Context: an optimization exercise on an open-source flow, tuned for small area, a short achievable clock period and few clock cycles. The choices shown serve that exercise and are no tape-out recipe. Only simulation tests tie the RTL to the original design; equivalence was not proved.

==> flow/design.v <==
module fastadd #(parameter N = 8)
(input [N-1:0] x, y,
input ci,
output [N-1:0] s);
reg [N:0] G, P;
integer i, d;
always @(*) begin
	G[0] = ci;
	P[0] = 1'b0;
	for (i = 0; i < N; i = i + 1) begin
		G[i+1] = x[i] & y[i];
		P[i+1] = x[i] ^ y[i];
	end
	for (d = 1; d <= N; d = d * 2)
		for (i = N; i >= d; i = i - 1) begin
			G[i] = G[i] | (P[i] & G[i-d]);
			P[i] = P[i] & P[i-d];
		end
end
assign s = x ^ y ^ G[N-1:0];
endmodule
module alu8
(input [7:0] x, y,
input ci, ce,
input [3:0] t,
output [7:0] s);
reg [8:0] G, P;
integer i, d;
always @(*) begin
	G[0] = ci;
	P[0] = 1'b0;
	for (i = 0; i < 8; i = i + 1) begin
		G[i+1] = ce & x[i] & y[i];
		P[i+1] = ce & (x[i] | y[i]);
	end
	for (d = 1; d <= 8; d = d * 2)
		for (i = 8; i >= d; i = i - 1) begin
			G[i] = G[i] | (P[i] & G[i-d]);
			P[i] = P[i] & P[i-d];
		end
end
reg [7:0] f;
always @(*)
	for (i = 0; i < 8; i = i + 1)
		f[i] = t[{y[i], x[i]}];
assign s = f ^ G[7:0];
endmodule
module my_cpu(input clk, reset,
output [5:0] address,
output memWr,
output [7:0] writedata,
input [7:0] readdata, IN,
output [7:0] OUT,
output halt
);
reg [5:0] pc;
reg [7:0] a;
reg [7:0] outr;
reg [7:0] ir;       
reg       ev;       
reg       xz, xinv, cin, ce, land, lor;   
reg [7:0] rsel;     
reg [7:0] rf [0:7];
reg       haltr;
reg       s_ldi, s_jmp, s_rel, s_ldm, s_stm, s_dld, s_dst;
wire s_d   = s_dld | s_dst;
wire fetch = ~(s_ldi | s_jmp | s_rel | s_ldm | s_stm | s_d | haltr);
assign address   = pc;
assign memWr     = s_dst;
assign writedata = a;
assign OUT       = outr;
assign halt      = haltr;
wire [3:0] eh = ir[7:4];
reg  [7:0] rv;
integer k;
always @(*) begin
	rv = 8'd0;
	for (k = 0; k < 8; k = k + 1)
		rv = rv | ({8{rsel[k]}} & rf[k]);
end
wire e_lda = ev & (eh == 4'h1);
wire e_sta = ev & (eh == 4'h2);
wire e_and = ev & (eh == 4'hA);
wire e_or  = ev & (eh == 4'hB);
wire e_add = ev & (eh == 4'hC);
wire e_sub = ev & (eh == 4'hD);
wire e_e   = ev & (eh == 4'hE) & ~ir[3] & ~(ir[2] & ir[1]);
wire e_not = e_e & (ir[2:0] == 3'd0);
wire e_inc = e_e & (ir[2:0] == 3'd1);
wire e_dec = e_e & (ir[2:0] == 3'd2);
wire e_shl = e_e & (ir[2:0] == 3'd3);
wire e_shr = e_e & (ir[2:0] == 3'd4);
wire e_ror = e_e & (ir[2:0] == 3'd5);
wire e_in  = ev & (ir == 8'hF0);
wire e_out = ev & (ir == 8'hF1);
wire e_aw = e_lda | e_and | e_or | e_add | e_sub | e_e | e_in;
wire       e_alu = e_lda | e_and | e_or | e_add | e_sub | e_not | e_inc | e_dec;
wire [7:0] x = (a & {8{~xz}}) ^ {8{xinv}};
wire [7:0] alu;
wire [3:0] tt = land ? 4'b1000 : lor ? 4'b1110 : (xinv & ce) ? 4'b1001 : 4'b0110;
alu8 alu0(x, rv, cin, ce, tt, alu);
wire       a_mem = s_ldi | s_dld;
wire       a_hold = ~(e_aw | a_mem);
wire [7:0] ares = ({8{e_alu}} & alu)
                | ({8{e_shl}} & {a[6:0], 1'b0})
                | ({8{e_shr}} & {1'b0, a[7:1]})
                | ({8{e_ror}} & {a[0], a[7:1]})
                | ({8{e_in}} & IN)
                | ({8{a_mem}} & readdata)
                | ({8{a_hold}} & a);
always @(posedge clk)
	for (k = 0; k < 8; k = k + 1)
		if (e_sta & rsel[k])
			rf[k] <= a;
wire az = (a == 8'd0);
function take;
	input [7:0] op;
	input z, n;
	case (op[7:4])
		4'h7:    take = z;
		4'h8:    take = ~z;
		4'h9:    take = ~n & ((op[3:0] != 4'd0) | ~z);
		default: take = 1'b1;
	endcase
endfunction
wire [3:0] fh = readdata[7:4];
wire       flo0 = (readdata[3:0] == 4'd0);
wire       f_br = (fh[3:2] == 2'b01 & fh[1]) | (fh[3:2] == 2'b10 & ~fh[1]);
wire f_ldm  = (readdata == 8'h30);
wire f_stm  = (readdata == 8'h40);
wire f_ldi  = (readdata == 8'h50);
wire f_halt = (readdata == 8'hF2);
wire f_e    = ~f_br & ~f_ldm & ~f_stm & ~f_ldi & ~f_halt;
wire f_add  = (fh == 4'hC);
wire f_sub  = (fh == 4'hD);
wire f_inc  = (readdata == 8'hE1);
wire f_dec  = (readdata == 8'hE2);
wire f_not  = (readdata == 8'hE0);
wire f_reg  = (fh == 4'h1) | (fh == 4'h2) | (fh[3:2] == 2'b10 & fh[1]) | (fh[3:2] == 2'b11 & ~fh[1]);
wire       j_take = take(ir, az, a[7]);
wire [5:0] pc1 = pc + 6'd1;
wire [5:0] pcrel;
fastadd #(6) reladd(pc, {{3{ir[3]}}, ir[2:0] ^ {3{ir[3]}}}, ir[3], pcrel);
wire p_inc  = fetch | s_ldi | (s_jmp & ~j_take);
wire p_rd   = (s_jmp & j_take) | s_ldm | s_stm;
wire p_rel  = s_rel & j_take;
wire p_hold = haltr | (s_rel & ~j_take);
wire [5:0] pcn = ({6{p_inc}} & pc1)
               | ({6{p_rel}} & pcrel)
               | ({6{p_rd}} & readdata[5:0])
               | ({6{s_d}} & ir[5:0])
               | ({6{p_hold}} & pc);
always @(posedge clk) begin
	if (s_ldm | s_stm)
		ir <= {2'b00, pc1};
	else
		ir <= readdata;
	rsel <= f_reg ? (8'd1 << readdata[2:0]) : 8'd0;
	xz   <= (fh == 4'h1);
	xinv <= f_sub | f_dec | f_not;
	cin  <= f_inc | f_dec;
	ce   <= f_add | f_sub | f_inc | f_dec;
	land <= (fh == 4'hA);
	lor  <= (fh == 4'hB);
	if (reset) begin
		pc <= 6'd0;
		a <= 8'd0;
		outr <= 8'd0;
		ev <= 1'b0;
		haltr <= 1'b0;
		s_ldi <= 1'b0; s_jmp <= 1'b0; s_rel <= 1'b0; s_ldm <= 1'b0; s_stm <= 1'b0;
		s_dld <= 1'b0; s_dst <= 1'b0;
	end else begin
		a <= ares;
		pc <= pcn;
		if (e_out) outr <= a;
		ev    <= fetch & f_e;
		haltr <= haltr | (fetch & f_halt);
		s_ldi <= fetch & f_ldi;
		s_ldm <= fetch & f_ldm;
		s_stm <= fetch & f_stm;
		s_jmp <= fetch & f_br & flo0;
		s_rel <= fetch & f_br & ~flo0;
		s_dld <= s_ldm;
		s_dst <= s_stm;
	end
end
endmodule
clock: 5.0 ns
lec_check: 0
cap_margin: 20
core_margin: 2
core_utilization: 40
cts_buf_list: sky130_fd_sc_hd__clkbuf_8
cts_cluster_size: 40
setup_slack_margin: 2.8
slew_margin: 20
synth_hierarchical: 1
synth_minimum_keep_size: 0
standard.sh (not shown) runs the stock make flow with config.mk's settings and CLKGATE_MAP_FILE= SYNTH_SCRIPT=/design/flow/synth_recipe.tcl, a recipe that flattens the netlist after the stock synthesis.
==> flow/flow/run.sh <==
#!/bin/bash
# Standard layout, but with plain buffers on the ports instead of the
# delay-cell buffers buffer_ports picks by default.
set -euo pipefail
export BUFFER_PORTS_ARGS="-buffer_cell sky130_fd_sc_hd__buf_1"
bash standard.sh > standard.log 2>&1
Testbench counts at the start, summed over its fixed seeds: cycles 27,699.
Rerun with:
--- a/flow/design.v
+++ b/flow/design.v
@@ -44,6 +44,14 @@
 	for (i = 0; i < 8; i = i + 1)
 		f[i] = t[{y[i], x[i]}];
 assign s = f ^ G[7:0];
+endmodule
+module reltarget(input [5:0] pc,
+input d,
+input [2:0] o,
+output [5:0] t);
+wire [5:0] fwd = pc + {3'b000, o};
+wire [5:0] back = pc - {3'b000, o};
+assign t = d ? back : fwd;
 endmodule
 module my_cpu(input clk, reset,
 output [5:0] address,
@@ -140,7 +148,7 @@
 wire       j_take = take(ir, az, a[7]);
 wire [5:0] pc1 = pc + 6'd1;
 wire [5:0] pcrel;
-fastadd #(6) reladd(pc, {{3{ir[3]}}, ir[2:0] ^ {3{ir[3]}}}, ir[3], pcrel);
+reltarget rel(pc, ir[3], ir[2:0], pcrel);
 wire p_inc  = fetch | s_ldi | (s_jmp & ~j_take);
 wire p_rd   = (s_jmp & j_take) | s_ldm | s_stm;
 wire p_rel  = s_rel & j_take;
=>
- The new run went through all stages and came out clean
- non-clock buffer count came out lower by 14
- area after synthesis barely changes
- first-iteration DRC count increases by 68%
- clock skew is higher by 0.0039 ns
- critical path depth stays the same
Testbench counts after the change, summed over its fixed seeds: cycles 27,699.

separate check: timing with driven ports:
In the flow no input, the clock included, has a driving cell. The finished layouts below were timed again as built, in two steps.
Step 1 assumes that a clkbuf_16 drives the clock port and a buf_2 every other input.
Step 2 times the ports against the registers' clock, not the clock port: input delays grow and output delays shrink by t, the midpoint of the rising clock arrivals with the driver on.
a / b / c = no drivers / after step 1 / after step 2; a / b = the first two.
run | t, ns | slack for setup (ns) | pins driven straight from the clock port
the first run | 0.460 | 2.798 / 2.798 / 2.478 | 1
the second run | 0.479 | 2.723 / 2.723 / 2.611 | 1
After both steps setup and hold are still met in every run listed. The setup slack of the first run, which loses most, moves by 0.000 ns with the drivers and by -0.320 ns with both steps.
